What follows belongs to an exercise in optimizing a design on an open flow for small area; a production flow would make more cautious choices. Only simulation tests tie the RTL to the original design; equivalence was not proved.

// chen_cordic
module chen_cordic #(
    parameter ROTATE_TYPE = "ROTATE",
    parameter DATABITS = 17,
    parameter ITERATIONS = 16
)(
    input clk,
    input rst_n,
    input Validin,
    input signed [DATABITS-1:0] Xin,
    input signed [DATABITS-1:0] Yin,
    input signed [17:0] Ain,
    output Validout,
    output signed [DATABITS-1:0] Xout,
    output signed [DATABITS-1:0] Yout,
    output signed [17:0] Aout
);
    function hi_; input [17:0] v; hi_ = $signed(v) > 18'sd51471; endfunction
    function lo_; input [17:0] v; lo_ = $signed(v) < -18'sd51471; endfunction
    function hp_; input [17:0] v; hp_ = $signed(v) >= 18'sd102943; endfunction
    function [15:0] a1_; input [17:0] v; input hi, lo, p0;
        reg [17:0] c0;
        begin
            c0 = hi ? (p0 ? -18'sd102943-18'sd25736 : -18'sd102943+18'sd25736) : lo ? (18'sd102943-18'sd25736) : v[17] ? 18'sd25736 : -18'sd25736;
            a1_ = v + c0;
        end
    endfunction
    function [10:0] trunc11_; input [11:0] v; trunc11_ = v[10:0]; endfunction
    function [11:0] trunc12_; input [12:0] v; trunc12_ = v[11:0]; endfunction
    function [12:0] trunc13_; input [13:0] v; trunc13_ = v[12:0]; endfunction
    function [13:0] trunc14_; input [14:0] v; trunc14_ = v[13:0]; endfunction
    function [14:0] trunc15_; input [15:0] v; trunc15_ = v[14:0]; endfunction
    reg [14:1] vld;
    always @(posedge clk)
        if (!rst_n) vld <= 0;
        else vld <= {vld[13:1], Validin};
    assign Validout = vld[14];
    wire [3:0] n4_w;
    wire [1:0] n5_w;
    wire [15:0] n6_w;
    wire n7_y;
    wire [14:0] n8_w;
    wire n9_y;
    wire [13:0] n10_w;
    wire n11_y;
    wire [12:0] n12_w;
    wire n13_y;
    wire [11:0] n14_w;
    wire n15_y;
    wire n16_y;
    wire n17_s;
    wire n17_c;
  ...
make LEC_CHECK=0 CAP_MARGIN=20 CORE_MARGIN=2 CORE_UTILIZATION=40 CTS_BUF_LIST=sky130_fd_sc_hd__clkbuf_8 CTS_CLUSTER_DIAMETER=40 CTS_CLUSTER_SIZE=20 SLEW_MARGIN=20 SYNTH_HIERARCHICAL=1 SYNTH_MINIMUM_KEEP_SIZE=0 finish   # period 6.5 ns
run.sh (not shown) runs the stock make flow with config.mk's settings and CLKGATE_MAP_FILE= SYNTH_SCRIPT=/design/flow/synth_recipe.tcl, a recipe that flattens the netlist after the stock synthesis.
Rerun with:
CTS_BUF_LIST = sky130_fd_sc_hd__clkbuf_4 sky130_fd_sc_hd__clkbuf_8 sky130_fd_sc_hd__clkbuf_16   (was sky130_fd_sc_hd__clkbuf_8)
CTS_CLUSTER_SIZE = 16   (was 20)
The new run completed without violations.
Design area increases by a few percent.
Synthesized cell count stays the same.
Routed wire length barely changes.
Hold slack gains 0.0095 ns.
Setup slack loses 0.033 ns.
Clock-buffer cell count increases by 7.
Synthesized area is unchanged.
Core utilization increases by 1.3 points.
Rerun with:
CTS_BUF_LIST = not set   (was sky130_fd_sc_hd__clkbuf_4 sky130_fd_sc_hd__clkbuf_8 sky130_fd_sc_hd__clkbuf_16)
CTS_CLUSTER_DIAMETER = not set   (was 40)
CTS_CLUSTER_SIZE = not set   (was 16)
Result: Core utilization drops by 0.83 points. Clock skew goes down by 0.011 ns. Hold slack hardly moves. Wire length barely changes.
Rerun with:
CTS_BUF_LIST = sky130_fd_sc_hd__clkbuf_8   (was not set)
CTS_CLUSTER_DIAMETER = 50   (was not set)
CTS_CLUSTER_SIZE = 16   (was not set)
Result: Via count barely changes. Fmax stays flat. Synthesized cell count is unchanged. Die area is unchanged. Worst setup slack got worse by 0.0044 ns. Clock skew came out higher by 0.024 ns. Clock-buffer cell count came out lower by 21.

========
alpha:
chen_cordic, a different RTL version from the one above (not shown whole).
Size: about 550 flip-flops, roughly 110 I/O pins, about 33000 um2 of cells after synthesis.
export LEC_CHECK = 0
export CAP_MARGIN = 20
export CORE_MARGIN = 2
export CORE_UTILIZATION = 70
export CTS_BUF_LIST = sky130_fd_sc_hd__clkbuf_8
export CTS_CLUSTER_DIAMETER = 70
export CTS_CLUSTER_SIZE = 18
export SLEW_MARGIN = 20
export SYNTH_HIERARCHICAL = 1
export SYNTH_MINIMUM_KEEP_SIZE = 0
create_clock -name core_clock -period 6.5 [get_ports {clk}]
standard.sh (not shown) runs the stock make flow with config.mk's settings and CLKGATE_MAP_FILE= SYNTH_SCRIPT=/design/flow/synth_recipe.tcl, a recipe that flattens the netlist after the stock synthesis.
==> flow/flow/run.sh <==
#!/bin/bash
# The standard layout (the standard.sh, all steps), with one change: the buffer that
# placement puts on every input and output port is a plain sky130_fd_sc_hd__buf_1 instead of
# the cell buffer_ports picks by itself (a 10 um2 delay buffer). Every port still gets its buffer.
set -euo pipefail
export BUFFER_PORTS_ARGS="-buffer_cell sky130_fd_sc_hd__buf_1"
bash standard.sh > standard.log 2>&1
Here is what was changed in the inputs of beta compared with alpha.
- swapping 70 for 80 in CTS_CLUSTER_DIAMETER
- swapping 18 for 36 in CTS_CLUSTER_SIZE
- swapping sky130_fd_sc_hd__clkbuf_8 for sky130_fd_sc_hd__clkbuf_16 in CTS_BUF_LIST
--- outcome ---
For final cycle utilization of the critical path, alpha and beta come out practically identical.
Taking alpha as the reference point, the core utilization of beta rises by 1.2 points.
The global-route usage on beta is in line with that on alpha.
As far as post-detailed-placement cell area goes, beta and alpha are indistinguishable; the numbers are identical.
What alpha reported for count of clock-net buffers in the final layout has to be multiplied by 0.72 to get the figure for beta.

========
chen_cordic with an RTL version that a note above also has.
Size: roughly 2400 cells after synthesis, ~710 flip-flops, about 110 I/O pins, about 0.036 sq mm of cells after synthesis.
Settings: LEC_CHECK=0, CAP_MARGIN=20, CORE_MARGIN=2, CORE_UTILIZATION=40, CTS_BUF_LIST=sky130_fd_sc_hd__clkbuf_8, CTS_CLUSTER_DIAMETER=50, CTS_CLUSTER_SIZE=16, SLEW_MARGIN=20, SYNTH_HIERARCHICAL=1, SYNTH_MINIMUM_KEEP_SIZE=0; clock period 6.5 ns.
==> flow/flow/run.sh <==
#!/bin/bash
# The standard layout (the standard.sh, all steps), with one change: the buffer that
# placement puts on every input and output port is a plain sky130_fd_sc_hd__buf_2 instead of
# the cell buffer_ports picks by itself (a 10 um2 delay buffer). Every port still gets its buffer.
set -euo pipefail
export BUFFER_PORTS_ARGS="-buffer_cell sky130_fd_sc_hd__buf_2"
bash standard.sh > standard.log 2>&1
Edit:
==> flow/run.sh (new file) <==
#!/bin/bash
# synth_recipe.tcl (not shown) runs the flow's synth.tcl, then flattens the netlist and writes it again
# the make line also repeats each setting of config.mk as NAME=value (left out here)
make -C /OpenROAD-flow-scripts/flow DESIGN_CONFIG=/design/flow/config.mk WORK_HOME=/design/flow/orfs CLKGATE_MAP_FILE= SYNTH_SCRIPT=/design/flow/synth_recipe.tcl finish
Settings changed: CTS_CLUSTER_DIAMETER 50 to 60, CTS_CLUSTER_SIZE 16 to 20.
removed: flow/flow/run.sh
removed: flow/standard.sh
Die area is unchanged.
Setup slack gets worse by 15 ps.

[re-timing with driven ports]
The results above use ideal ports. As a check the final layouts listed here were re-extracted and re-timed, cells and wires unchanged.
Step 1: set_driving_cell puts a clkbuf_16 on clk and a buf_2 on each other input, an assumption about the parent block.
Step 2 moves the port delays by t, midway between the first and last clock arrival at a register: inputs arrive t later, outputs are due t later. That takes back most of the time a late clock gives input paths.
Slacks: ideal ports / drivers / drivers and shift; pairs: ideal ports / drivers.
run	t, ns	setup WS [ns]	cell pins on the clock port's net
the first run of note 1	0.755	0.181 / 0.181 / 0.181	1
the second run of note 1	0.696	0.147 / 0.147 / 0.147	1
the third run of note 1	0.684	0.174 / 0.174 / 0.174	1
the fourth run of note 1	0.752	0.170 / 0.170 / 0.170	1
alpha	0.693	0.139 / 0.139 / 0.139	1
beta	0.662	0.139 / 0.139 / 0.139	1
the first run of note 3	0.736	0.156 / 0.156 / 0.156	1
the second run of note 3	0.764	0.140 / 0.140 / 0.140	1
After both steps every run listed still meets setup and hold.
